Background: an optimization exercise with open tools, aiming at small area and a short achievable clock period. Do not read the settings as production practice. RTL that was checked went through simulation tests only; none was proved equivalent to the original. Power figures rest on the tool's default switching activity, not on a simulated workload.

==> flow/design.v (excerpt) <==
module rtc_top (
                input logic         clk_i,
                input logic         rstn_i,
                input logic         date_update_i,
                input logic [31:0]  date_i,
                output logic [31:0] date_o,
                input logic         clock_update_i,
                output logic [21:0] clock_o,
                input logic [21:0]  clock_i,
                input logic [9:0]   init_sec_cnt_i,
                input logic         calibre_update_i,
                input logic [15:0]  calibre_sec_cnt_i,
                output logic [15:0] calibre_sec_cnt_o,
                input logic         timer_update_i,
                input logic         timer_enable_i,
                input logic         timer_retrig_i,
                input logic [16:0]  timer_target_i,
                output logic [16:0] timer_value_o,
                input logic         alarm_enable_i,
                input logic [5:0]   alarm_mask_i,
                input logic         alarm_update_clock_i,
                input logic [21:0]  alarm_clock_i,
                output logic [21:0] alarm_clock_o,
                input logic         alarm_update_date_i,
                input logic [31:0]  alarm_date_i,
                output logic [31:0] alarm_date_o,
                input logic         event_flag_update_i,
                input logic [1:0]   event_flag_i,
                output logic [1:0]  event_flag_o,
                output logic        event_o
                );
Settings: LEC_CHECK=0, CAP_MARGIN=20, CORE_MARGIN=2, CORE_UTILIZATION=40, SLEW_MARGIN=20; clock period 5.0 ns.
standard.sh (not shown) runs the stock make flow with config.mk's settings and CLKGATE_MAP_FILE= SYNTH_SCRIPT=/design/flow/synth_recipe.tcl, a recipe that flattens the netlist after the stock synthesis.
==> flow/flow/run.sh <==
#!/bin/bash
set -euo pipefail
export BUFFER_PORTS_ARGS="-buffer_cell sky130_fd_sc_hd__buf_1"
bash standard.sh finish > standard.log 2>&1
The first run completed without violations.
Edit:
ABC_CLOCK_PERIOD_IN_PS = 1800   (was unset)
Outcome:
- total power stays the same
- clock power is about the same
- wire length is unchanged
- maximum frequency does not change
- synthesized cell count is unchanged
- via count stays the same
- area after synthesis is unchanged
- setup slack stays the same
- die area does not change
- non-clock buffer count does not change
No run of this note included a check of the RTL's function; only the layout flow was run.

* * *

Another version of the RTL of rtc_top (not shown whole).
For scale: ~960 cells after synthesis, ~180 flip-flops, about 0.010 mm^2 of cells after synthesis.
clock: 5.0 ns
lec_check: 0
cap_margin: 20
core_margin: 2
core_utilization: 40
setup_slack_margin: 2.6
slew_margin: 20
==> flow/flow/run.sh <==
#!/bin/bash
# The standard layout, with two changes:
#  - synthesis maps the logic with flow/abc_map.script instead of ORFS's abc_speed.script
#    (flow/synth_abc.tcl is synth_recipe.tcl with that abc call swapped);
#  - the port buffers are made from the smallest buffer cell.
# Each tool writes its full log under orfs/logs; the make output goes to standard.log.
set -euo pipefail
HERE=$(pwd)
export ABC_SCRIPT=$HERE/flow/abc_map.script
export ABC_D=2000
export BUFFER_PORTS_ARGS="-buffer_cell sky130_fd_sc_hd__buf_1"
bash standard.sh SYNTH_SCRIPT=$HERE/flow/synth_abc.tcl finish > standard.log 2>&1
==> flow/flow/abc_map.script <==
strash
&get -n
&fraig -x
&put
scorr
dc2
dretime
strash
&get -n
&dch -f
&nf {D}
&put
buffer -c
upsize {D}
dnsize {D}
stime -p
==> flow/flow/synth_abc.tcl <==
proc synth {args} { yosys synth -nofsm -noshare {*}$args }
# abc with the mapping script named by ABC_SCRIPT and the delay target ABC_D (ps);
# the rest is synth_recipe.tcl unchanged
proc abc {args} {
  set i [lsearch -exact $args -script]
  if { $i >= 0 } { set args [lreplace $args [expr {$i + 1}] [expr {$i + 1}] $::env(ABC_SCRIPT)] }
  set j [lsearch -exact $args -D]
  if { $j >= 0 && [info exists ::env(ABC_D)] } { set args [lreplace $args [expr {$j + 1}] [expr {$j + 1}] $::env(ABC_D)] }
  yosys abc {*}$args
}
source $::env(SCRIPTS_DIR)/synth.tcl
# left out here: clear keep_hierarchy, flatten, clean up, hide names made inside functions, write 1_2_yosys.v
Change:
==> flow/flow/run.sh (replaced) <==
#!/bin/bash
set -euo pipefail
export BUFFER_PORTS_ARGS="-buffer_cell sky130_fd_sc_hd__buf_1"
bash standard.sh finish > standard.log 2>&1
CORE_UTILIZATION = 65   (was 40)
removed: flow/flow/abc_map.script
removed: flow/flow/synth_abc.tcl
The new run finished with timing, DRC and antenna clean; routed wire length grows by 11%; worst hold slack is worse by 0.0063 ns; design area goes up by 6.2%.
Change:
==> flow/flow/run.sh (replaced) <==
#!/bin/bash
# The standard layout, with two changes:
#  - synthesis maps the logic with flow/abc_map.script instead of ORFS's abc_speed.script
#    (flow/synth_abc.tcl is synth_recipe.tcl with that abc call swapped);
#  - the port buffers are made from the smallest buffer cell.
# Each tool writes its full log under orfs/logs; the make output goes to standard.log.
set -euo pipefail
HERE=$(pwd)
export ABC_SCRIPT=$HERE/flow/abc_map.script
export ABC_D=2000
export BUFFER_PORTS_ARGS="-buffer_cell sky130_fd_sc_hd__buf_1"
bash standard.sh SYNTH_SCRIPT=$HERE/flow/synth_abc.tcl finish > standard.log 2>&1
==> flow/flow/abc_map.script (new file) <==
strash
&get -n
&fraig -x
&put
scorr
dc2
dretime
strash
&get -n
&dch -f
&nf {D}
&put
buffer -c
upsize {D}
dnsize {D}
stime -p
==> flow/flow/synth_abc.tcl (new file) <==
proc synth {args} { yosys synth -nofsm -noshare {*}$args }
# abc with the mapping script named by ABC_SCRIPT and the delay target ABC_D (ps);
# the rest is synth_recipe.tcl unchanged
proc abc {args} {
  set i [lsearch -exact $args -script]
  if { $i >= 0 } { set args [lreplace $args [expr {$i + 1}] [expr {$i + 1}] $::env(ABC_SCRIPT)] }
  set j [lsearch -exact $args -D]
  if { $j >= 0 && [info exists ::env(ABC_D)] } { set args [lreplace $args [expr {$j + 1}] [expr {$j + 1}] $::env(ABC_D)] }
  yosys abc {*}$args
}
source $::env(SCRIPTS_DIR)/synth.tcl
# left out here: clear keep_hierarchy, flatten, clean up, hide names made inside functions, write 1_2_yosys.v
CORE_UTILIZATION = 40   (was 65)
CTS_BUF_LIST = sky130_fd_sc_hd__clkbuf_8   (was unset)
CTS_CLUSTER_SIZE = 10   (was unset)
SETUP_SLACK_MARGIN = 2.3   (was 2.6)
Result:
- The new run passed the timing, design-rule and antenna checks
- die area goes up by well over a third
- clock skew is higher by 0.0068 ns
- fmax grows by a few percent
- combinational power goes down by roughly a tenth
- critical path depth does not change
- register-to-register slack gets better by 0.13 ns
- power goes down by roughly a tenth
- final area fell by a little under a tenth
- count of clock-buffer cells in the layout decreases by 1

* * *

== run B ==
Another version of the RTL of rtc_top (not shown whole).
Size: about 180 flip-flops, about 320 I/O pins, roughly 10000 µm² of cells after synthesis.
Settings: LEC_CHECK=0, CAP_MARGIN=20, CORE_MARGIN=2, CORE_UTILIZATION=55, CTS_BUF_LIST=sky130_fd_sc_hd__clkbuf_8, CTS_CLUSTER_SIZE=10, SETUP_SLACK_MARGIN=2.3, SLEW_MARGIN=20; clock period 5.0 ns.
==> flow/flow/run.sh <==
#!/bin/bash
# The standard layout, with two changes:
#  - synthesis maps the logic with flow/abc_map.script instead of ORFS's abc_speed.script
#    (flow/synth_abc.tcl is synth_recipe.tcl with that abc call swapped);
#  - the port buffers are made from the smallest buffer cell.
# Each tool writes its full log under orfs/logs; the make output goes to standard.log.
set -euo pipefail
HERE=$(pwd)
export ABC_SCRIPT=$HERE/flow/abc_map.script
export ABC_D=2000
export BUFFER_PORTS_ARGS="-buffer_cell sky130_fd_sc_hd__buf_1"
bash standard.sh SYNTH_SCRIPT=$HERE/flow/synth_abc.tcl finish > standard.log 2>&1
==> flow/flow/abc_map.script <==
strash
&get -n
&fraig -x
&put
scorr
dc2
dretime
strash
&get -n
&dch -f
&nf {D}
&put
buffer -c
upsize {D}
dnsize {D}
stime -p
==> flow/flow/synth_abc.tcl <==
proc synth {args} { yosys synth -nofsm -noshare {*}$args }
# abc with the mapping script named by ABC_SCRIPT and the delay target ABC_D (ps);
# the rest is synth_recipe.tcl unchanged
proc abc {args} {
  set i [lsearch -exact $args -script]
  if { $i >= 0 } { set args [lreplace $args [expr {$i + 1}] [expr {$i + 1}] $::env(ABC_SCRIPT)] }
  set j [lsearch -exact $args -D]
  if { $j >= 0 && [info exists ::env(ABC_D)] } { set args [lreplace $args [expr {$j + 1}] [expr {$j + 1}] $::env(ABC_D)] }
  yosys abc {*}$args
}
source $::env(SCRIPTS_DIR)/synth.tcl
# left out here: clear keep_hierarchy, flatten, clean up, hide names made inside functions, write 1_2_yosys.v
Inputs modified between run B and run C:
- CORE_UTILIZATION: 55 -> 40
==> run summary <==
- Delta (run C minus run B): maximum frequency lower; worst hold slack lower; total via count in the routed design lower.
- Total power draw in run C is 1.9% lower than in run B
Function was not checked in any run of this note: the RTL went through the layout flow alone.

* * *

Another version of the RTL of rtc_top (not shown whole).
Size: ~980 cells after synthesis, about 190 flip-flops, ~320 I/O pins, about 10000 µm² of cells after synthesis.
clock: 5.0 ns
lec_check: 0
cap_margin: 20
core_margin: 2
core_utilization: 40
cts_buf_list: sky130_fd_sc_hd__clkbuf_8
cts_cluster_size: 10
place_density: 0.75
setup_slack_margin: 2.3
slew_margin: 20
Scripts as last shown in full above: flow/flow/run.sh, flow/flow/abc_map.script, flow/flow/synth_abc.tcl
==> next run, changes <==
CTS_CLUSTER_SIZE = 8   (was 10)
PLACE_DENSITY = unset   (was 0.75)
SETUP_SLACK_MARGIN = 2.5   (was 2.3)
Effect:
- The new run completed without violations
- setup slack improves by 0.040 ns
- via count came out lower by 0.32%
- synthesized cell count stays the same

* * *

rtc_top with an RTL version that a note above also has.
Size in the first run: roughly 1,100 cells after synthesis, about 320 I/O pins.
// rtc_top
module rtc_top (
                input logic         clk_i,
                input logic         rstn_i,
                input logic         date_update_i,
                input logic [31:0]  date_i,
                output logic [31:0] date_o,
                input logic         clock_update_i,
                output logic [21:0] clock_o,
                input logic [21:0]  clock_i,
                input logic [9:0]   init_sec_cnt_i,
                input logic         calibre_update_i,
                input logic [15:0]  calibre_sec_cnt_i,
                output logic [15:0] calibre_sec_cnt_o,
                input logic         timer_update_i,
                input logic         timer_enable_i,
                input logic         timer_retrig_i,
                input logic [16:0]  timer_target_i,
                output logic [16:0] timer_value_o,
                input logic         alarm_enable_i,
  ...
Settings: LEC_CHECK=0, CAP_MARGIN=20, CORE_MARGIN=2, CORE_UTILIZATION=40, SETUP_SLACK_MARGIN=3.0, SLEW_MARGIN=20; clock period 5.0 ns.
==> flow/flow/run.sh <==
#!/bin/bash
set -euo pipefail
export BUFFER_PORTS_ARGS="-buffer_cell sky130_fd_sc_hd__buf_1"
bash standard.sh finish > standard.log 2>&1
The starting point ran to the end with no violations.
==> next run, changes <==
==> flow/flow/run.sh (replaced) <==
#!/bin/bash
# The standard layout, with two changes:
#  - synthesis maps the logic with flow/abc_map.script instead of ORFS's abc_speed.script
#    (flow/synth_abc.tcl is synth_recipe.tcl with that abc call swapped);
#  - the port buffers are made from the smallest buffer cell.
# Each tool writes its full log under orfs/logs; the make output goes to standard.log.
set -euo pipefail
HERE=$(pwd)
export ABC_SCRIPT=$HERE/flow/abc_map.script
export ABC_D=2000
export BUFFER_PORTS_ARGS="-buffer_cell sky130_fd_sc_hd__buf_1"
bash standard.sh SYNTH_SCRIPT=$HERE/flow/synth_abc.tcl finish > standard.log 2>&1
==> flow/flow/abc_map.script (new file) <==
strash
&get -n
&fraig -x
&put
scorr
dc2
dretime
strash
&get -n
&dch -f
&nf {D}
&put
buffer -c
upsize {D}
dnsize {D}
stime -p
==> flow/flow/synth_abc.tcl (new file) <==
proc synth {args} { yosys synth -nofsm -noshare {*}$args }
# abc with the mapping script named by ABC_SCRIPT and the delay target ABC_D (ps);
# the rest is synth_recipe.tcl unchanged
proc abc {args} {
  set i [lsearch -exact $args -script]
  if { $i >= 0 } { set args [lreplace $args [expr {$i + 1}] [expr {$i + 1}] $::env(ABC_SCRIPT)] }
  set j [lsearch -exact $args -D]
  if { $j >= 0 && [info exists ::env(ABC_D)] } { set args [lreplace $args [expr {$j + 1}] [expr {$j + 1}] $::env(ABC_D)] }
  yosys abc {*}$args
}
source $::env(SCRIPTS_DIR)/synth.tcl
# left out here: clear keep_hierarchy, flatten, clean up, hide names made inside functions, write 1_2_yosys.v
CTS_BUF_LIST = sky130_fd_sc_hd__clkbuf_8   (was default)
CTS_CLUSTER_SIZE = 10   (was default)
SETUP_SLACK_MARGIN = 2.0   (was 3.0)
Effect:
- cell count falls by 11%
- clock power decreases by about 10%
- worst setup slack got worse by 0.038 ns
- final area fell by about 17%
- hold slack stays flat
==> next run, changes <==
==> flow/flow/run.sh (replaced) <==
#!/bin/bash
set -euo pipefail
export BUFFER_PORTS_ARGS="-buffer_cell sky130_fd_sc_hd__buf_1"
bash standard.sh finish > standard.log 2>&1
CTS_BUF_LIST = default   (was sky130_fd_sc_hd__clkbuf_8)
CTS_CLUSTER_SIZE = default   (was 10)
SETUP_SLACK_MARGIN = 2.6   (was 2.0)
removed: flow/flow/abc_map.script
removed: flow/flow/synth_abc.tcl
Effect:
- The new run ran to the end with no violations
- synthesized cell count went up by 13%
- utilization went up by 1.1 points
- worst setup slack improved by 0.0074 ns
- power goes up by 7.6%
- clock-buffer cell count drops by 2
- cell area went up by 10%
- global-route usage goes up by 1.1 points
- wire length rose by 15%
==> next run, changes <==
SETUP_SLACK_MARGIN = default   (was 2.6)
The new run completed with no timing, DRC or antenna violations.
Via count fell by 2.2%.
Critical path depth fell by 2.
Maximum frequency fell by 18%.
Total power fell by about 0.9%.
Global-route usage fell by 0.95 points.
Sequential power stays flat.
Clock power hardly moves.
Wire length fell by about 4%.
==> next run, changes <==
==> flow/flow/run.sh (replaced) <==
#!/bin/bash
# The standard layout, with two changes:
#  - synthesis maps the logic with flow/abc_map.script instead of ORFS's abc_speed.script
#    (flow/synth_abc.tcl is synth_recipe.tcl with that abc call swapped);
#  - the port buffers are made from the smallest buffer cell.
# Each tool writes its full log under orfs/logs; the make output goes to standard.log.
set -euo pipefail
HERE=$(pwd)
export ABC_SCRIPT=$HERE/flow/abc_map.script
export ABC_D=2000
export BUFFER_PORTS_ARGS="-buffer_cell sky130_fd_sc_hd__buf_1"
bash standard.sh SYNTH_SCRIPT=$HERE/flow/synth_abc.tcl finish > standard.log 2>&1
==> flow/flow/abc_map.script (new file) <==
strash
&get -n
&fraig -x
&put
scorr
dc2
dretime
strash
&get -n
&dch -f
&nf {D}
&put
buffer -c
upsize {D}
dnsize {D}
stime -p
==> flow/flow/synth_abc.tcl (new file) <==
proc synth {args} { yosys synth -nofsm -noshare {*}$args }
# abc with the mapping script named by ABC_SCRIPT and the delay target ABC_D (ps);
# the rest is synth_recipe.tcl unchanged
proc abc {args} {
  set i [lsearch -exact $args -script]
  if { $i >= 0 } { set args [lreplace $args [expr {$i + 1}] [expr {$i + 1}] $::env(ABC_SCRIPT)] }
  set j [lsearch -exact $args -D]
  if { $j >= 0 && [info exists ::env(ABC_D)] } { set args [lreplace $args [expr {$j + 1}] [expr {$j + 1}] $::env(ABC_D)] }
  yosys abc {*}$args
}
source $::env(SCRIPTS_DIR)/synth.tcl
# left out here: clear keep_hierarchy, flatten, clean up, hide names made inside functions, write 1_2_yosys.v
SETUP_SLACK_MARGIN = 2.7   (was default)
Outcome: The changed run completed without violations; final area is about the same; sequential share of layout area barely changes; routed wire length drops by a few percent; setup slack improved by 0.73 ns; global-route usage climbs by 0.32 points; maximum frequency climbs by a quarter to a third; power drops slightly; worst hold slack got worse by 0.0072 ns; first-iteration DRC count drops by a quarter to a third; register-to-register slack improved by 0.73 ns.
==> next run, changes <==
SETUP_SLACK_MARGIN = 2.3   (was 2.7)
Hold slack improved by 0.0079 ns.
Die area does not change.
Core utilization came out lower by 1.4 points.
Final area came out lower by 2.8%.
Wire length came out lower by 1.2%.
Clock-buffer cell count came out higher by 1.
Synthesized area is unchanged.
Non-clock buffer count came out lower by 23.
Setup slack improved by 0.052 ns.
Critical path depth came out lower by 1.
Sequential power hardly moves.

## afterwards: timing with drivers on the ports
Ports are ideal in the flow. The routed layouts listed here were re-timed in OpenROAD. Step 1: set_driving_cell puts a clkbuf_16 on clk_i and a buf_2 on each other input, an assumption about the parent block. Step 2, shift: input delay + t, output delay - t, t = (earliest + latest rising clock arrival at the registers) / 2. This alone moves slack from input paths to output paths. Slacks: ideal ports / drivers / drivers and shift; pairs: ideal ports / drivers.
run	shift t [ns]	setup slack, ns	latest minus earliest clock arrival (ns)	worst register clock-pin slew, ns	worst slew at a driven data input, ns
the first run of note 1	0.470	0.780 / 0.780 / 0.780	0.017 / 0.017	0.09 / 0.09	0.06
the second run of note 1	0.470	0.780 / 0.780 / 0.780	0.017 / 0.017	0.09 / 0.09	0.06
the first run of note 2	0.474	2.306 / 2.301 / 1.827	0.016 / 0.016	0.08 / 0.08	0.07
the second run of note 2	0.481	2.196 / 2.196 / 1.787	0.013 / 0.013	0.07 / 0.07	0.08
the third run of note 2	0.491	2.308 / 2.308 / 1.817	0.021 / 0.022	0.11 / 0.11	0.08
run B	0.506	2.304 / 2.304 / 1.906	0.019 / 0.019	0.11 / 0.11	0.08
run C	0.500	2.290 / 2.290 / 1.899	0.029 / 0.029	0.12 / 0.12	0.07
the first run of note 4	0.496	2.416 / 2.391 / 1.976	0.025 / 0.026	0.12 / 0.12	0.07
the second run of note 4	0.488	2.456 / 2.456 / 2.022	0.022 / 0.022	0.12 / 0.12	0.07
the first run of note 5	0.480	2.182 / 2.182 / 1.771	0.027 / 0.027	0.08 / 0.08	0.07
the second run of note 5	0.489	2.144 / 2.159 / 1.670	0.017 / 0.018	0.11 / 0.11	0.06
the third run of note 5	0.475	2.152 / 2.152 / 1.756	0.021 / 0.022	0.09 / 0.09	0.07
the fourth run of note 5	0.472	1.540 / 1.540 / 1.440	0.018 / 0.018	0.09 / 0.09	0.06
the fifth run of note 5	0.477	2.272 / 2.274 / 1.808	0.012 / 0.012	0.08 / 0.08	0.07
the sixth run of note 5	0.465	2.323 / 2.328 / 1.863	0.019 / 0.020	0.08 / 0.08	0.08
After both steps setup and hold are still met in every run listed. The setup slack of the third run of note 2, which loses most, moves by 0.000 ns with the drivers and by -0.491 ns with both steps.
